Background: an optimization exercise with open tools, aiming at small area. Do not read the settings as production practice. Function was checked by simulation only, so behaviour that the tests miss may differ from the original. The clock port is modelled as an ideal driver; clocking choices that lean on that would not hold on a real chip. Power and IR drop assume default switching activity.

## run 1
==> flow/design.v (excerpt) <==
module wavelet_transform(clk, rst, data_stream, H_out, L_out, addr);
==> flow/config.mk <==
export PLATFORM = sky130hd
export DESIGN_NAME = wavelet_transform
export DESIGN_NICKNAME = wavelet_transform
export VERILOG_FILES = /design/flow/design.v
export SDC_FILE = /design/flow/constraint.sdc
export NUM_CORES = 4
export LEC_CHECK = 0
export CAP_MARGIN = 20
export CORE_MARGIN = 2
export CORE_UTILIZATION = 55
export CTS_BUF_LIST = sky130_fd_sc_hd__clkbuf_8
export SLEW_MARGIN = 20
==> flow/constraint.sdc <==
create_clock -name core_clock -period 6.0 [get_ports {clk}]
set_input_delay 1.2000 -clock core_clock [delete_from_list [all_inputs] [get_ports {clk}]]
set_output_delay 1.2000 -clock core_clock [all_outputs]
set_load 0.01 [all_outputs]
run.sh (not shown) runs the stock make flow with config.mk's settings and CLKGATE_MAP_FILE= SYNTH_SCRIPT=/design/flow/synth_recipe.tcl, a recipe that flattens the netlist after the stock synthesis.
[inputs] run 2 vs run 1
- CTS_BUF_LIST no longer set, was sky130_fd_sc_hd__clkbuf_8
==> flow/flow/run.sh (new file) <==
#!/bin/bash
# Own layout flow: the standard synthesis and ORFS steps, with
#  - single-size buffers on the ports (buf_1 instead of clkdlybuf4s50_1),
#  - a clock tree of clkbuf_4 cells without dummy loads, where the clock
#    buffers whose loads see too high a slew are upsized to clkbuf_8
#    (flow/fixclk.tcl) before routing.
# Each step's full output goes to a log file of its own in the work folder.
set -euo pipefail
export BUFFER_PORTS_ARGS="-buffer_cell sky130_fd_sc_hd__buf_1"
export CTS_ARGS="-sink_clustering_enable -repair_clock_nets -buf_list sky130_fd_sc_hd__clkbuf_4 -dont_use_dummy_load"
bash standard.sh synth > synth.log 2>&1
bash standard.sh cts > place_cts.log 2>&1
RESULTS="$PWD/orfs/results/$FLOW_PLATFORM/wavelet_transform/base" openroad -no_init -exit flow/fixclk.tcl > fixclk.log 2>&1
bash standard.sh finish > route_finish.log 2>&1
==> flow/flow/fixclk.tcl (new file) <==
# After CTS: the clock tree is built from clkbuf_4 cells. Upsize to clkbuf_8
# every clock buffer whose loads see a slew above the target, then legalise
# the placement again.
set plat $::env(FLOW_HOME)/platforms/sky130hd
set res $::env(RESULTS)
read_liberty $plat/lib/sky130_fd_sc_hd__tt_025C_1v80.lib
read_db $res/4_cts.odb
read_sdc $res/4_cts.sdc
source $plat/setRC.tcl
set_propagated_clock [all_clocks]

set target 0.105
for {set iter 0} {$iter < 5} {incr iter} {
  estimate_parasitics -placement
  set changed 0
  foreach inst [get_cells *] {
    if {[get_property $inst ref_name] ne "sky130_fd_sc_hd__clkbuf_4"} { continue }
    set out [get_pins -of_objects $inst -filter "direction == output"]
    set worst 0
    foreach p [get_pins -of_objects [get_nets -of_objects $out] -filter "direction == input"] {
      set s [get_property $p slew_max]
      if {$s > $worst} { set worst $s }
    }
    if {$worst > $target} {
      replace_cell $inst [get_lib_cells */sky130_fd_sc_hd__clkbuf_8]
      puts "upsized [get_full_name $inst]: load slew [format %.3f $worst] ns"
      set changed 1
    }
  }
  if {!$changed} { break }
}
detailed_placement
check_placement -verbose
estimate_parasitics -placement
set worst 0
foreach p [get_pins -hierarchical */CLK] {
  set s [get_property $p slew_max]
  if {$s > $worst} { set worst $s }
}
puts "worst flip-flop clock pin slew after fix: [format %.3f $worst] ns"
report_checks -path_delay min_max -format end
write_db $res/4_cts.odb
==> flow/standard.sh (new file) <==
#!/bin/bash
# synth_recipe.tcl (not shown) runs the flow's synth.tcl, then flattens the netlist and writes it again
# the make line also repeats each setting of config.mk as NAME=value (left out here)
make -C /OpenROAD-flow-scripts/flow DESIGN_CONFIG=/design/flow/config.mk WORK_HOME=/design/flow/orfs CLKGATE_MAP_FILE= SYNTH_SCRIPT=/design/flow/synth_recipe.tcl "${@:-finish}"
removed: flow/run.sh
==> comparison <==
- Run 2 ended with every stage complete and zero timing, DRC or antenna violations.
- In the flow results for run 2 and run 1, the total global-route track usage is larger on run 2.
- Against run 1, run 2 comes in 2.5 points higher on portion of total power attributed to combinational logic.
- Run 2: combinational-cell power consumption lower than run 1
- Fraction of layout instances using a drive strength above 1 delta for run 2 relative to run 1: 1.8 points lower
- Note that the final area recorded for run 1 amounts to 1.07 times the value seen in run 2.
- The via count in run 2 sits 29 below the value recorded for run 1.
- The run showing the greater pin count of the biggest net entering global routing is run 1.
The inputs of run 3 differ from those of run 2 as listed below.
- CTS_BUF_LIST: unset -> sky130_fd_sc_hd__clkbuf_8
==> flow/flow/run.sh <==
#!/bin/bash
# Own layout flow: the standard synthesis and ORFS steps, with
#  - single-size buffers on the ports (buf_1 instead of clkdlybuf4s50_1),
#  - a clock tree of small clock buffers without dummy loads.
# Each call's full output goes to a log file in the work folder.
set -euo pipefail
export BUFFER_PORTS_ARGS="-buffer_cell sky130_fd_sc_hd__buf_1"
export CTS_ARGS="-sink_clustering_enable -repair_clock_nets -buf_list sky130_fd_sc_hd__clkbuf_8 -dont_use_dummy_load"
bash standard.sh synth > synth.log 2>&1
bash standard.sh finish > layout.log 2>&1
removed: flow/flow/fixclk.tcl
[summary]
Taking run 2 as the reference, in run 3 final cell area excluding filler cells went up about 1.4%; worst-margin pin slew went up 3.3 ps; sum of routed wire length over all layers went up 0.64%; internal power of the cells went up 87 µW; slack of the critical path went up 3.6 ps. Sort run 2 and run 3 by met1 layer wirelength in the final routing, ascending, and run 2 comes first.
### run 3 -> run 4
- CTS_BUF_LIST changed from sky130_fd_sc_hd__clkbuf_8 to sky130_fd_sc_hd__clkbuf_4 sky130_fd_sc_hd__clkbuf_8
- CTS_CLUSTER_SIZE newly set to 8
==> flow/run.sh (new file) <==
#!/bin/bash
# synth_recipe.tcl (not shown) runs the flow's synth.tcl, then flattens the netlist and writes it again
# the make line also repeats each setting of config.mk as NAME=value (left out here)
make -C /OpenROAD-flow-scripts/flow DESIGN_CONFIG=/design/flow/config.mk WORK_HOME=/design/flow/orfs CLKGATE_MAP_FILE= SYNTH_SCRIPT=/design/flow/synth_recipe.tcl finish
removed: flow/flow/run.sh
removed: flow/standard.sh
--- outcome ---
Higher switching power as a share of total power among run 4 and run 3: run 3. Length of the first detailed-routing pass in iterations came out higher on run 4 than on run 3. Compared with run 3, in run 4 final critical-path setup slack grew by 9.7 ps, number of signal-net buffers in the layout shrank by 4.3%, biggest cell delay along the critical path held steady, sequential area share after synthesis held steady. In the reports for run 4 and run 3, the smaller leakage dissipation belongs to run 3. Effective utilization at floorplan: run 3 vs run 4 identical.

==> separate check: timing with driven ports <==
How much do the figures lean on ideal ports? The routed layouts below were timed once more, with nothing changed but the port constraints.
Step 1: set_driving_cell puts a clkbuf_16 on clk and a buf_2 on each other input, an assumption about the parent block.
Step 2 adds t to the input delays and takes it off the output delays; t is the mean of the earliest and latest rising clock arrival at the registers after step 1. Input paths then give back, and output paths get back, about the clock's delay inside the block.
Three values: no drivers, after step 1, after step 2; two values: the first two.
run | shift t [ns] | setup WS [ns] | hold slack, ns | clock arrival spread, ns | worst data-port slew with drivers (ns)
run 1 | 0.486 | 1.167 / 1.167 / 0.961 | 0.360 / 0.360 / 0.360 | 0.011 / 0.011 | 0.04
run 2 | 0.450 | 1.157 / 1.157 / 1.157 | 0.365 / 0.365 / 0.365 | 0.031 / 0.031 | 0.04
run 3 | 0.469 | 1.160 / 1.160 / 1.160 | 0.358 / 0.358 / 0.358 | 0.024 / 0.023 | 0.03
run 4 | 0.482 | 1.170 / 1.170 / 0.972 | 0.360 / 0.360 / 0.360 | 0.011 / 0.011 | 0.04
After both steps every run listed still meets setup and hold. For run 1, which loses most, drivers alone change the setup slack by 0.000 ns; drivers and shift together by -0.206 ns.
